Background: an optimization exercise with open tools, aiming at small area, a short achievable clock period and few clock cycles. Do not read the settings as production practice. RTL that was checked went through simulation tests only; none was proved equivalent to the original.

## before
// HT_TOP
module HT_TOP(
    clk,
    rst_n,
    in_valid,
    in_weight,
    out_mode,
    out_valid,
    out_code
);
For scale: about 0.0060 mm^2 of cells after synthesis.
==> module HT_TOP, before the edit <==
module HT_TOP(
    clk,
    rst_n,
    in_valid,
    in_weight,
    out_mode,
    out_valid,
    out_code
);
input clk, rst_n, in_valid, out_mode;
input [2:0] in_weight;
output reg out_valid, out_code;
reg        vr, merge, sending;
reg  [2:0] cnt;
reg  [2:0] cur;
reg        mode;
reg  [2:0] xr;
reg  [4:0] lw [0:6];
reg  [2:0] lw7;       
reg        fill7;     
reg  [2:0] ptr [0:4];
reg  [7:0] code [0:4];
integer j, t;
function lt5;
    input [4:0] a, nb;
    integer k;
    reg c;
    begin
        c = 1'b1;
        for (k = 0; k < 5; k = k + 1)
            c = (a[k] & nb[k]) | (a[k] & c) | (nb[k] & c);
        lt5 = ~c;
    end
endfunction
wire [4:0] sum = lw[0] + lw[1];
wire [4:0] val = merge ? sum : {2'b00, xr};
reg  [9:0] lt;
reg  [4:0] lwx [0:9];
always @(*) begin
    for (j = 0; j < 7; j = j + 1) lwx[j] = lw[j];
    lwx[7] = {fill7, fill7, lw7 | {3{fill7}}};
    lwx[8] = 5'd31;
    lwx[9] = 5'd31;
    lt[8] = 1'b0;
    lt[9] = 1'b0;
    for (j = 0; j < 8; j = j + 1)
        lt[j] = lt5(lwx[j], ~val) | (!merge & (cnt < 8 - j));
    if (merge) lt[1] = 1'b1;
end
reg [2:0] ins;
always @(*) begin
    ins = 3'd0;
    for (j = 0; j < 8; j = j + 1)
        if (merge) begin
            if (lt[j+1] & !lt[j+2]) ins = j;
        end else begin
            if (lt[j] & !lt[j+1]) ins = j;
        end
end
reg [2:0] leaf [0:4];
always @(*) begin
    leaf[0] = 3'd4;                    
    leaf[1] = mode ? 3'd2 : 3'd5;      
    leaf[2] = mode ? 3'd5 : 3'd6;      
    leaf[3] = mode ? 3'd0 : 3'd7;      
    leaf[4] = mode ? 3'd1 : 3'd3;      
end
wire first = merge & (cnt == 3'd5);    
wire root = merge & (cnt == 3'd6);
wire empty = (code[0] == 8'd1);
wire [7:0] src = empty ? code[1] : code[0];
wire fin = (src[7:1] == 7'd1) & ((cur + {2'b00, empty}) == 3'd4);
always @(posedge clk) begin
    if (in_valid & !vr) mode <= out_mode;
    if (root) cur <= 3'd0;
    else if (sending) cur <= cur + {2'b00, empty};
    xr <= in_weight;
    for (j = 0; j < 7; j = j + 1)
        if (merge | lt[j])
            lw[j] <= ({5{merge & lt[j+2]}} & lwx[j+2])
                   | ({5{merge ? (lt[j+1] & ~lt[j+2]) : (lt[j] & ~lt[j+1])}} & val)
                   | ({5{merge ^ lt[j+1]}} & lwx[j+1]);
    fill7 <= merge;
    if (!merge & lt[7]) lw7 <= xr;
    for (t = 0; t < 5; t = t + 1)
        if (merge ? (ptr[t][2:1] == 2'b00) : (leaf[t] == cnt))
            ptr[t] <= ins;
        else
            ptr[t] <= lt[ptr[t]] ? (ptr[t] - {merge, !merge}) : (ptr[t] - {2'b00, merge});
    for (t = 0; t < 5; t = t + 1)
        if (vr)
            code[t] <= {code[t][6:0], cnt == 3'd7};
        else if (merge & (ptr[t][2:1] == 2'b00) & !(root & ((t == 0) | ((t == 1) & empty))))
            code[t] <= {code[t][6:0], ~ptr[t][0]};
    if (sending | (root & !empty))
        code[0] <= {1'b0, src[7:1]};
    if (sending) begin
        if (empty) begin
            code[1] <= code[2];
            code[2] <= code[3];
            code[3] <= code[4];
        end
    end
end
always @(posedge clk or negedge rst_n) begin
    if (!rst_n) begin
        vr <= 1'b0;
        merge <= 1'b0;
        sending <= 1'b0;
        cnt <= 3'd0;
        out_valid <= 1'b0;
        out_code <= 1'b0;
    end else begin
        vr <= in_valid;
        if (vr) begin
            cnt <= cnt + 3'd1;
            if (cnt == 3'd7) merge <= 1'b1;
        end else if (merge) begin
            cnt <= cnt + 3'd1;
            if (first) begin
                out_valid <= 1'b1;
                out_code <= lt[2] ^ (ptr[0][2:1] == 2'b00);
            end
            if (root) begin
                merge <= 1'b0;
                sending <= 1'b1;
                out_code <= empty ? ~ptr[1][0] : code[0][0];
                cnt <= 3'd0;
            end
        end else if (sending) begin
            out_code <= src[0];
            if (fin) sending <= 1'b0;
        end else begin
            out_valid <= 1'b0;
            out_code <= 1'b0;
        end
    end
end
endmodule
Settings: LEC_CHECK=0, CAP_MARGIN=20, CORE_MARGIN=2, CORE_UTILIZATION=40, CTS_BUF_LIST=sky130_fd_sc_hd__clkbuf_8, SLEW_MARGIN=20; clock period 17.0 ns.
standard.sh (not shown) runs the stock make flow with config.mk's settings and CLKGATE_MAP_FILE= SYNTH_SCRIPT=/design/flow/synth_recipe.tcl, a recipe that flattens the netlist after the stock synthesis.
==> flow/flow/run.sh <==
#!/bin/bash
# Layout with ORFS's own scripts. Two changes from the standard layout:
#  - synthesis is the standard one except that ABC maps the logic for area
#    (flip-flops are mapped before ABC, so registers are unchanged);
#  - repair_timing aims for a larger setup margin (MARGIN ns) than the
#    standard flow settings allow. Constraints are unchanged.
set -euo pipefail
MARGIN=${MARGIN:-12.6}
HERE=$(pwd)
printf 'strash\ndch\nmap -a\nstrash\ndch\nmap -a\n' > "$HERE/area.abc"
cat > "$HERE/area_synth.tcl" <<'TCL'
proc abc {args} {
  set i [lsearch -exact $args -script]
  if {$i >= 0} {
    set args [lreplace $args [expr {$i + 1}] [expr {$i + 1}] $::env(AREA_ABC_SCRIPT)]
  }
  yosys abc {*}$args
}
TCL
cat synth_recipe.tcl >> "$HERE/area_synth.tcl"
export AREA_ABC_SCRIPT="$HERE/area.abc"
bash standard.sh SYNTH_SCRIPT="$HERE/area_synth.tcl" SETUP_SLACK_MARGIN="$MARGIN" finish > standard_flow.log 2>&1
Testbench counts of before, summed over its fixed seeds: cycles 31,181.
> inputs changed (before -> after)
--- a/flow/design.v
+++ b/flow/design.v
@@ -261,18 +261,18 @@
 reg        fill7;     
 reg  [2:0] ptr [0:4];
 reg  [7:0] code [0:4];
 integer j, t;
 function lt5;
-    input [4:0] a, nb;
+    input [4:0] a, b;
     integer k;
     reg c;
     begin
-        c = 1'b1;
+        c = 1'b0;
         for (k = 0; k < 5; k = k + 1)
-            c = (a[k] & nb[k]) | (a[k] & c) | (nb[k] & c);
-        lt5 = ~c;
+            c = (~a[k] & b[k]) | (~a[k] & c) | (b[k] & c);
+        lt5 = c;
     end
 endfunction
 wire [4:0] sum = lw[0] + lw[1];
 wire [4:0] val = merge ? sum : {2'b00, xr};
 reg  [9:0] lt;
@@ -283,11 +283,11 @@
     lwx[8] = 5'd31;
     lwx[9] = 5'd31;
     lt[8] = 1'b0;
     lt[9] = 1'b0;
     for (j = 0; j < 8; j = j + 1)
-        lt[j] = lt5(lwx[j], ~val) | (!merge & (cnt < 8 - j));
+        lt[j] = lt5(lwx[j], val) | (!merge & (cnt < 8 - j));
     if (merge) lt[1] = 1'b1;
 end
 reg [2:0] ins;
 always @(*) begin
     ins = 3'd0;
### Flow results
Of after and before, the higher relative area change from synthesis to final layout belongs to before.
Run comparison: after start point of the critical path out_valid; before start point of the critical path out_code
after vs before — global-route usage over all layers dropped 0.63 points.
Of after and before, the higher share of the core filled with cells in the final layout belongs to before.
Worst setup slack delta (after − before): unfavourable
Number of DRC markers in iteration 0 of after falls short of that of before slightly.
Testbench counts of after, summed over its fixed seeds: cycles 31,181.

---

Setup of run Y:
Another version of the RTL of HT_TOP (not shown whole).
Size in the first run: ~6000 um^2 of cells after synthesis.
==> module HT_TOP, before the edit <==
module HT_TOP(
    clk,
    rst_n,
    in_valid,
    in_weight,
    out_mode,
    out_valid,
    out_code
);
input clk, rst_n, in_valid, out_mode;
input [2:0] in_weight;
output reg out_valid, out_code;
reg        vr, merge, sending;
reg  [2:0] cnt;
reg  [2:0] cur;
reg        mode;
reg  [2:0] xr;
reg  [4:0] lw [0:6];
reg  [2:0] lw7;       
reg  [2:0] ptr [0:4];
reg  [7:0] code [0:4];
integer j, t;
wire fill7 = merge & (cnt != 3'd0);
function lt5;
    input [4:0] a, nb;
    integer k;
    reg c;
    begin
        c = 1'b1;
        for (k = 0; k < 5; k = k + 1)
            c = (a[k] & nb[k]) | (a[k] & c) | (nb[k] & c);
        lt5 = ~c;
    end
endfunction
wire [4:0] sum = lw[0] + lw[1];
wire [4:0] val = merge ? sum : {2'b00, xr};
reg  [9:0] lt;
reg  [4:0] lwx [0:9];
always @(*) begin
    for (j = 0; j < 7; j = j + 1) lwx[j] = lw[j];
    lwx[7] = {fill7, fill7, lw7 | {3{fill7}}};    
    lwx[8] = 5'd31;
    lwx[9] = 5'd31;
    lt[8] = 1'b0;
    lt[9] = 1'b0;
    for (j = 0; j < 8; j = j + 1)
        lt[j] = lt5(lwx[j], ~val) | (!merge & (cnt < 8 - j));
    if (merge) lt[1] = 1'b1;
end
reg [2:0] ins;
always @(*) begin
    ins = 3'd0;
    for (j = 0; j < 8; j = j + 1)
        if (merge) begin
            if (lt[j+1] & !lt[j+2]) ins = j;
        end else begin
            if (lt[j] & !lt[j+1]) ins = j;
        end
end
reg [2:0] leaf [0:4];
always @(*) begin
    leaf[0] = 3'd4;                    
    leaf[1] = mode ? 3'd2 : 3'd5;      
    leaf[2] = mode ? 3'd5 : 3'd6;      
    leaf[3] = mode ? 3'd0 : 3'd7;      
    leaf[4] = mode ? 3'd1 : 3'd3;      
end
wire first = merge & (cnt == 3'd5);    
wire root = merge & (cnt == 3'd6);
wire empty = (code[0][6:0] == 7'd1);
wire [7:0] src = empty ? code[1] : {1'b0, code[0][6:0]};
wire fin = (src[7:1] == 7'd1) & ((cur + {2'b00, empty}) == 3'd4);
always @(posedge clk) begin
    if (in_valid & !vr) mode <= out_mode;
    if (root) cur <= 3'd0;
    else if (sending) cur <= cur + {2'b00, empty};
    xr <= in_weight;
    for (j = 0; j < 7; j = j + 1)
        if (merge | lt[j])
            lw[j] <= ({5{merge & lt[j+2]}} & lwx[j+2])
                   | ({5{merge ? (lt[j+1] & ~lt[j+2]) : (lt[j] & ~lt[j+1])}} & val)
                   | ({5{merge ^ lt[j+1]}} & lwx[j+1]);
    if (!merge & lt[7]) lw7 <= xr;
    for (t = 0; t < 5; t = t + 1)
        if (merge ? (ptr[t][2:1] == 2'b00) : (leaf[t] == cnt))
            ptr[t] <= ins;
        else
            ptr[t] <= lt[ptr[t]] ? (ptr[t] - {merge, !merge}) : (ptr[t] - {2'b00, merge});
    for (t = 0; t < 5; t = t + 1)
        if (vr)
            code[t] <= {code[t][6:0], cnt == 3'd7};
        else if (merge & (ptr[t][2:1] == 2'b00) & !(root & ((t == 0) | ((t == 1) & empty))))
            code[t] <= {code[t][6:0], ~ptr[t][0]};
    if (sending | (root & !empty))
        code[0] <= {1'b0, src[7:1]};
    if (sending) begin
        if (empty) begin
            code[1] <= code[2];
            code[2] <= code[3];
            code[3] <= code[4];
        end
    end
end
always @(posedge clk or negedge rst_n) begin
    if (!rst_n) begin
        vr <= 1'b0;
        merge <= 1'b0;
        sending <= 1'b0;
        cnt <= 3'd0;
        out_valid <= 1'b0;
        out_code <= 1'b0;
    end else begin
        vr <= in_valid;
        if (vr) begin
            cnt <= cnt + 3'd1;
            if (cnt == 3'd7) merge <= 1'b1;
        end else if (merge) begin
            cnt <= cnt + 3'd1;
            if (first) begin
                out_valid <= 1'b1;
                out_code <= lt[2] ^ (ptr[0][2:1] == 2'b00);
            end
            if (root) begin
                merge <= 1'b0;
                sending <= 1'b1;
                out_code <= empty ? ~ptr[1][0] : code[0][0];
                cnt <= 3'd0;
            end
        end else if (sending) begin
            out_code <= src[0];
            if (fin) sending <= 1'b0;
        end else begin
            out_valid <= 1'b0;
            out_code <= 1'b0;
        end
    end
end
endmodule
Settings: LEC_CHECK=0, CAP_MARGIN=20, CORE_MARGIN=2, CORE_UTILIZATION=40, CTS_BUF_LIST=sky130_fd_sc_hd__clkbuf_8, SLEW_MARGIN=20; clock period 17.0 ns.
Scripts as last shown in full above: flow/flow/run.sh
#### Input delta (run H over run Y)
--- a/flow/design.v
+++ b/flow/design.v
@@ -258,10 +258,10 @@
 reg  [2:0] xr;
 reg  [4:0] lw [0:6];
 reg  [2:0] lw7;       
+reg        fill7;     
 reg  [2:0] ptr [0:4];
 reg  [7:0] code [0:4];
 integer j, t;
-wire fill7 = merge & (cnt != 3'd0);
 function lt5;
     input [4:0] a, nb;
     integer k;
@@ -279,7 +279,7 @@
 reg  [4:0] lwx [0:9];
 always @(*) begin
     for (j = 0; j < 7; j = j + 1) lwx[j] = lw[j];
-    lwx[7] = {fill7, fill7, lw7 | {3{fill7}}};    
+    lwx[7] = {fill7, fill7, lw7 | {3{fill7}}};
     lwx[8] = 5'd31;
     lwx[9] = 5'd31;
     lt[8] = 1'b0;
@@ -309,7 +309,15 @@
 wire first = merge & (cnt == 3'd5);    
 wire root = merge & (cnt == 3'd6);
 wire empty = (code[0][6:0] == 7'd1);
-wire [7:0] src = empty ? code[1] : {1'b0, code[0][6:0]};
+reg  [7:0] nextcode;
+always @(*)
+    case (cur[1:0])
+        2'd0: nextcode = code[1];
+        2'd1: nextcode = code[2];
+        2'd2: nextcode = code[3];
+        default: nextcode = code[4];
+    endcase
+wire [7:0] src = empty ? nextcode : {1'b0, code[0][6:0]};
 wire fin = (src[7:1] == 7'd1) & ((cur + {2'b00, empty}) == 3'd4);
 always @(posedge clk) begin
     if (in_valid & !vr) mode <= out_mode;
@@ -321,6 +329,7 @@
             lw[j] <= ({5{merge & lt[j+2]}} & lwx[j+2])
                    | ({5{merge ? (lt[j+1] & ~lt[j+2]) : (lt[j] & ~lt[j+1])}} & val)
                    | ({5{merge ^ lt[j+1]}} & lwx[j+1]);
+    fill7 <= merge;
     if (!merge & lt[7]) lw7 <= xr;
     for (t = 0; t < 5; t = t + 1)
         if (merge ? (ptr[t][2:1] == 2'b00) : (leaf[t] == cnt))
@@ -334,13 +343,6 @@
             code[t] <= {code[t][6:0], ~ptr[t][0]};
     if (sending | (root & !empty))
         code[0] <= {1'b0, src[7:1]};
-    if (sending) begin
-        if (empty) begin
-            code[1] <= code[2];
-            code[2] <= code[3];
-            code[3] <= code[4];
-        end
-    end
 end
 always @(posedge clk or negedge rst_n) begin
     if (!rst_n) begin
Compared with run Y, in run H synthesized area has remained practically unchanged; share of the core filled with cells in the final layout lower; proportion of layout cells with a drive suffix above 1 went down by 0.91 points; total met2 wirelength after detailed routing higher. Run Y ended up with met1 as its layer with the highest usage after global routing; run H ended up with met2. Run H and run Y ended up with nearly the same number of I/O pins. As of run H, number of global-route vias before repair had risen slightly compared to run Y.
Testbench counts of run H, summed over its fixed seeds: cycles 31,181.
Function not checked in run Y: the RTL went through the layout flow alone.

---

HT_TOP, a different RTL version from the one above (not shown whole).
## HT_TOP
module HT_TOP(
    clk,
    rst_n,
    in_valid,
    in_weight,
    out_mode,
    out_valid,
    out_code
);
input clk, rst_n, in_valid, out_mode;
input [2:0] in_weight;
output reg out_valid, out_code;
reg        vr, merge, sending;
reg  [2:0] cnt;
reg  [2:0] cur;
reg        mode;
reg  [2:0] xr;
reg  [4:0] lw [0:6];
reg  [2:0] lw7;       
reg        fill7;     
reg  [2:0] ptr [0:4];
reg  [7:0] code [0:4];
integer j, t;
function lt5;
    input [4:0] a, b;
    integer k;
    reg c;
    begin
        c = 1'b0;
        for (k = 0; k < 5; k = k + 1)
            c = (~a[k] & b[k]) | (~a[k] & c) | (b[k] & c);
        lt5 = c;
    end
endfunction
wire [4:0] sum = lw[0] + lw[1];
wire [4:0] val = merge ? sum : {2'b00, xr};
reg  [9:0] lt;
reg  [4:0] lwx [0:9];
always @(*) begin
    for (j = 0; j < 7; j = j + 1) lwx[j] = lw[j];
    lwx[7] = {fill7, fill7, lw7 | {3{fill7}}};
    lwx[8] = 5'd31;
    lwx[9] = 5'd31;
  ...
==> module HT_TOP, before the edit <==
module HT_TOP(
    clk,
    rst_n,
    in_valid,
    in_weight,
    out_mode,
    out_valid,
    out_code
);
input clk, rst_n, in_valid, out_mode;
input [2:0] in_weight;
output reg out_valid, out_code;
reg        vr, merge, sending;
reg  [2:0] cnt;
reg  [2:0] cur;
reg        mode;
reg  [2:0] xr;
reg  [4:0] lw [0:6];
reg  [2:0] lw7;       
reg        fill7;     
reg  [2:0] ptr [0:4];
reg  [7:0] code [0:4];
integer j, t;
function lt5;
    input [4:0] a, b;
    integer k;
    reg c;
    begin
        c = 1'b0;
        for (k = 0; k < 5; k = k + 1)
            c = (~a[k] & b[k]) | (~a[k] & c) | (b[k] & c);
        lt5 = c;
    end
endfunction
wire [4:0] sum = lw[0] + lw[1];
wire [4:0] val = merge ? sum : {2'b00, xr};
reg  [9:0] lt;
reg  [4:0] lwx [0:9];
always @(*) begin
    for (j = 0; j < 7; j = j + 1) lwx[j] = lw[j];
    lwx[7] = {fill7, fill7, lw7 | {3{fill7}}};
    lwx[8] = 5'd31;
    lwx[9] = 5'd31;
    lt[8] = 1'b0;
    lt[9] = 1'b0;
    for (j = 0; j < 8; j = j + 1)
        lt[j] = lt5(lwx[j], val) | (!merge & (cnt < 8 - j));
    if (merge) lt[1] = 1'b1;
end
reg [2:0] ins;
always @(*) begin
    ins = 3'd0;
    for (j = 0; j < 8; j = j + 1)
        if (merge) begin
            if (lt[j+1] & !lt[j+2]) ins = j;
        end else begin
            if (lt[j] & !lt[j+1]) ins = j;
        end
end
reg [2:0] leaf [0:4];
always @(*) begin
    leaf[0] = 3'd4;                    
    leaf[1] = mode ? 3'd2 : 3'd5;      
    leaf[2] = mode ? 3'd5 : 3'd6;      
    leaf[3] = mode ? 3'd0 : 3'd7;      
    leaf[4] = mode ? 3'd1 : 3'd3;      
end
wire first = merge & (cnt == 3'd5);    
wire root = merge & (cnt == 3'd6);
wire empty = (code[0] == 8'd1);
wire [7:0] src = empty ? code[1] : code[0];
wire fin = (src[7:1] == 7'd1) & ((cur + {2'b00, empty}) == 3'd4);
always @(posedge clk) begin
    if (in_valid & !vr) mode <= out_mode;
    if (root) cur <= 3'd0;
    else if (sending) cur <= cur + {2'b00, empty};
    xr <= in_weight;
    for (j = 0; j < 7; j = j + 1)
        if (merge)
            lw[j] <= lt[j+2] ? lwx[j+2] : (lt[j+1] ? sum : lwx[j+1]);
        else
            lw[j] <= lt[j+1] ? lwx[j+1] : (lt[j] ? val : lwx[j]);
    fill7 <= merge;
    if (!merge & lt[7]) lw7 <= xr;
    for (t = 0; t < 5; t = t + 1)
        if (merge ? (ptr[t][2:1] == 2'b00) : (leaf[t] == cnt))
            ptr[t] <= ins;
        else
            ptr[t] <= ptr[t] - {1'b0, merge & lt[ptr[t]], merge ^ lt[ptr[t]]};
    for (t = 0; t < 5; t = t + 1)
        if (vr)
            code[t] <= {code[t][6:0], cnt == 3'd7};
        else if (merge & (ptr[t][2:1] == 2'b00) & !(root & ((t == 0) | ((t == 1) & empty))))
            code[t] <= {code[t][6:0], ~ptr[t][0]};
    if (sending | (root & !empty))
        code[0] <= {1'b0, src[7:1]};
    if (sending) begin
        if (empty) begin
            code[1] <= code[2];
            code[2] <= code[3];
            code[3] <= code[4];
        end
    end
end
always @(posedge clk or negedge rst_n) begin
    if (!rst_n) begin
        vr <= 1'b0;
        merge <= 1'b0;
        sending <= 1'b0;
        cnt <= 3'd0;
        out_valid <= 1'b0;
        out_code <= 1'b0;
    end else begin
        vr <= in_valid;
        if (vr) begin
            cnt <= cnt + 3'd1;
            if (cnt == 3'd7) merge <= 1'b1;
        end else if (merge) begin
            cnt <= cnt + 3'd1;
            if (first) begin
                out_valid <= 1'b1;
                out_code <= lt[2] ^ (ptr[0][2:1] == 2'b00);
            end
            if (root) begin
                merge <= 1'b0;
                sending <= 1'b1;
                out_code <= empty ? ~ptr[1][0] : code[0][0];
                cnt <= 3'd0;
            end
        end else if (sending) begin
            out_code <= src[0];
            if (fin) sending <= 1'b0;
        end else begin
            out_valid <= 1'b0;
            out_code <= 1'b0;
        end
    end
end
endmodule
clock: 17.0 ns
lec_check: 0
cap_margin: 20
core_margin: 2
core_utilization: 40
slew_margin: 20
Scripts as last shown in full above: flow/flow/run.sh
The baseline completed without violations.
Testbench counts at the start, summed over its fixed seeds: cycles 31,181.
Next try:
--- a/flow/design.v
+++ b/flow/design.v
@@ -252,9 +252,8 @@
 input [2:0] in_weight;
 output reg out_valid, out_code;
-reg        vr, merge, sending;
+reg        merge, sending;
 reg  [2:0] cnt;
 reg  [2:0] cur;
 reg        mode;
-reg  [2:0] xr;
 reg  [4:0] lw [0:6];
 reg  [2:0] lw7;       
@@ -275,5 +274,5 @@
 endfunction
 wire [4:0] sum = lw[0] + lw[1];
-wire [4:0] val = merge ? sum : {2'b00, xr};
+wire       cur_mode = (cnt == 3'd0) ? out_mode : mode;
 reg  [9:0] lt;
 reg  [4:0] lwx [0:9];
@@ -286,5 +285,5 @@
     lt[9] = 1'b0;
     for (j = 0; j < 8; j = j + 1)
-        lt[j] = lt5(lwx[j], val) | (!merge & (cnt < 8 - j));
+        lt[j] = lt5(lwx[j], merge ? sum : {2'b00, in_weight}) | (!merge & (cnt < 8 - j));
     if (merge) lt[1] = 1'b1;
 end
@@ -302,10 +301,9 @@
 always @(*) begin
     leaf[0] = 3'd4;                    
-    leaf[1] = mode ? 3'd2 : 3'd5;      
-    leaf[2] = mode ? 3'd5 : 3'd6;      
-    leaf[3] = mode ? 3'd0 : 3'd7;      
-    leaf[4] = mode ? 3'd1 : 3'd3;      
+    leaf[1] = cur_mode ? 3'd2 : 3'd5;      
+    leaf[2] = cur_mode ? 3'd5 : 3'd6;      
+    leaf[3] = cur_mode ? 3'd0 : 3'd7;      
+    leaf[4] = cur_mode ? 3'd1 : 3'd3;      
 end
-wire first = merge & (cnt == 3'd5);    
 wire root = merge & (cnt == 3'd6);
 wire empty = (code[0] == 8'd1);
@@ -313,15 +311,14 @@
 wire fin = (src[7:1] == 7'd1) & ((cur + {2'b00, empty}) == 3'd4);
 always @(posedge clk) begin
-    if (in_valid & !vr) mode <= out_mode;
+    if (in_valid & (cnt == 3'd0)) mode <= out_mode;
     if (root) cur <= 3'd0;
     else if (sending) cur <= cur + {2'b00, empty};
-    xr <= in_weight;
     for (j = 0; j < 7; j = j + 1)
         if (merge)
             lw[j] <= lt[j+2] ? lwx[j+2] : (lt[j+1] ? sum : lwx[j+1]);
         else
-            lw[j] <= lt[j+1] ? lwx[j+1] : (lt[j] ? val : lwx[j]);
+            lw[j] <= lt[j+1] ? lwx[j+1] : (lt[j] ? {2'b00, in_weight} : lwx[j]);
     fill7 <= merge;
-    if (!merge & lt[7]) lw7 <= xr;
+    if (!merge & lt[7]) lw7 <= in_weight;
     for (t = 0; t < 5; t = t + 1)
         if (merge ? (ptr[t][2:1] == 2'b00) : (leaf[t] == cnt))
@@ -330,11 +327,10 @@
             ptr[t] <= ptr[t] - {1'b0, merge & lt[ptr[t]], merge ^ lt[ptr[t]]};
     for (t = 0; t < 5; t = t + 1)
-        if (vr)
+        if (in_valid)
             code[t] <= {code[t][6:0], cnt == 3'd7};
-        else if (merge & (ptr[t][2:1] == 2'b00) & !(root & ((t == 0) | ((t == 1) & empty))))
+        else if (merge & (ptr[t][2:1] == 2'b00) & !(root & (t == 0)))
             code[t] <= {code[t][6:0], ~ptr[t][0]};
-    if (sending | (root & !empty))
-        code[0] <= {1'b0, src[7:1]};
     if (sending) begin
+        code[0] <= {1'b0, src[7:1]};
         if (empty) begin
             code[1] <= code[2];
@@ -346,5 +342,4 @@
 always @(posedge clk or negedge rst_n) begin
     if (!rst_n) begin
-        vr <= 1'b0;
         merge <= 1'b0;
         sending <= 1'b0;
@@ -353,18 +348,14 @@
         out_code <= 1'b0;
     end else begin
-        vr <= in_valid;
-        if (vr) begin
+        if (in_valid) begin
             cnt <= cnt + 3'd1;
             if (cnt == 3'd7) merge <= 1'b1;
         end else if (merge) begin
             cnt <= cnt + 3'd1;
-            if (first) begin
-                out_valid <= 1'b1;
-                out_code <= lt[2] ^ (ptr[0][2:1] == 2'b00);
-            end
             if (root) begin
                 merge <= 1'b0;
                 sending <= 1'b1;
-                out_code <= empty ? ~ptr[1][0] : code[0][0];
+                out_valid <= 1'b1;
+                out_code <= ~ptr[0][0];
                 cnt <= 3'd0;
             end
After rerunning: The changed run completed without violations. Worst setup slack got worse by 1.9 ns. Final area rises by a few percent. First-iteration DRC count falls by about a fifth. Wire length rises by a few percent. Cell count falls slightly. Global-route usage rises by 1.3 points. Hold slack barely changes. Count of clock-buffer cells in the layout rises by 2. Register-to-register slack got worse by 0.91 ns.
Function not checked in the second run of this note: the RTL went through the layout flow alone.

## static timing again, ports no longer ideal
How much do the figures lean on ideal ports? The routed layouts below were timed once more, with nothing changed but the port constraints.
Step 1 sets driving cells, clkbuf_16 on the clock port and buf_2 on the other inputs (assumed; they add their load-dependent delay and slew).
Step 2 times the ports against the registers' clock, not the clock port: input delays grow and output delays shrink by t, the midpoint of the rising clock arrivals with the driver on.
Slacks: no drivers / after step 1 / after step 2; pairs: no drivers / after step 1.
| run | t (ns) | setup slack, ns | cell pins on the clock port's net |
|---|---|---|---|
| before | 0.416 | 12.686 / 12.650 / 12.666 | 1 |
| after | 0.444 | 12.623 / 12.587 / 12.637 | 1 |
| run Y | 0.438 | 12.678 / 12.641 / 12.617 | 1 |
| run H | 0.421 | 12.677 / 12.641 / 12.672 | 1 |
| the first run of note 3 | 0.401 | 12.723 / 12.680 / 12.587 | 1 |
| the second run of note 3 | 0.403 | 10.778 / 10.761 / 10.357 | 1 |
After both steps setup and hold are still met in every run listed. For the second run of note 3, which loses most, drivers alone change the setup slack by -0.017 ns; drivers and shift together by -0.421 ns.
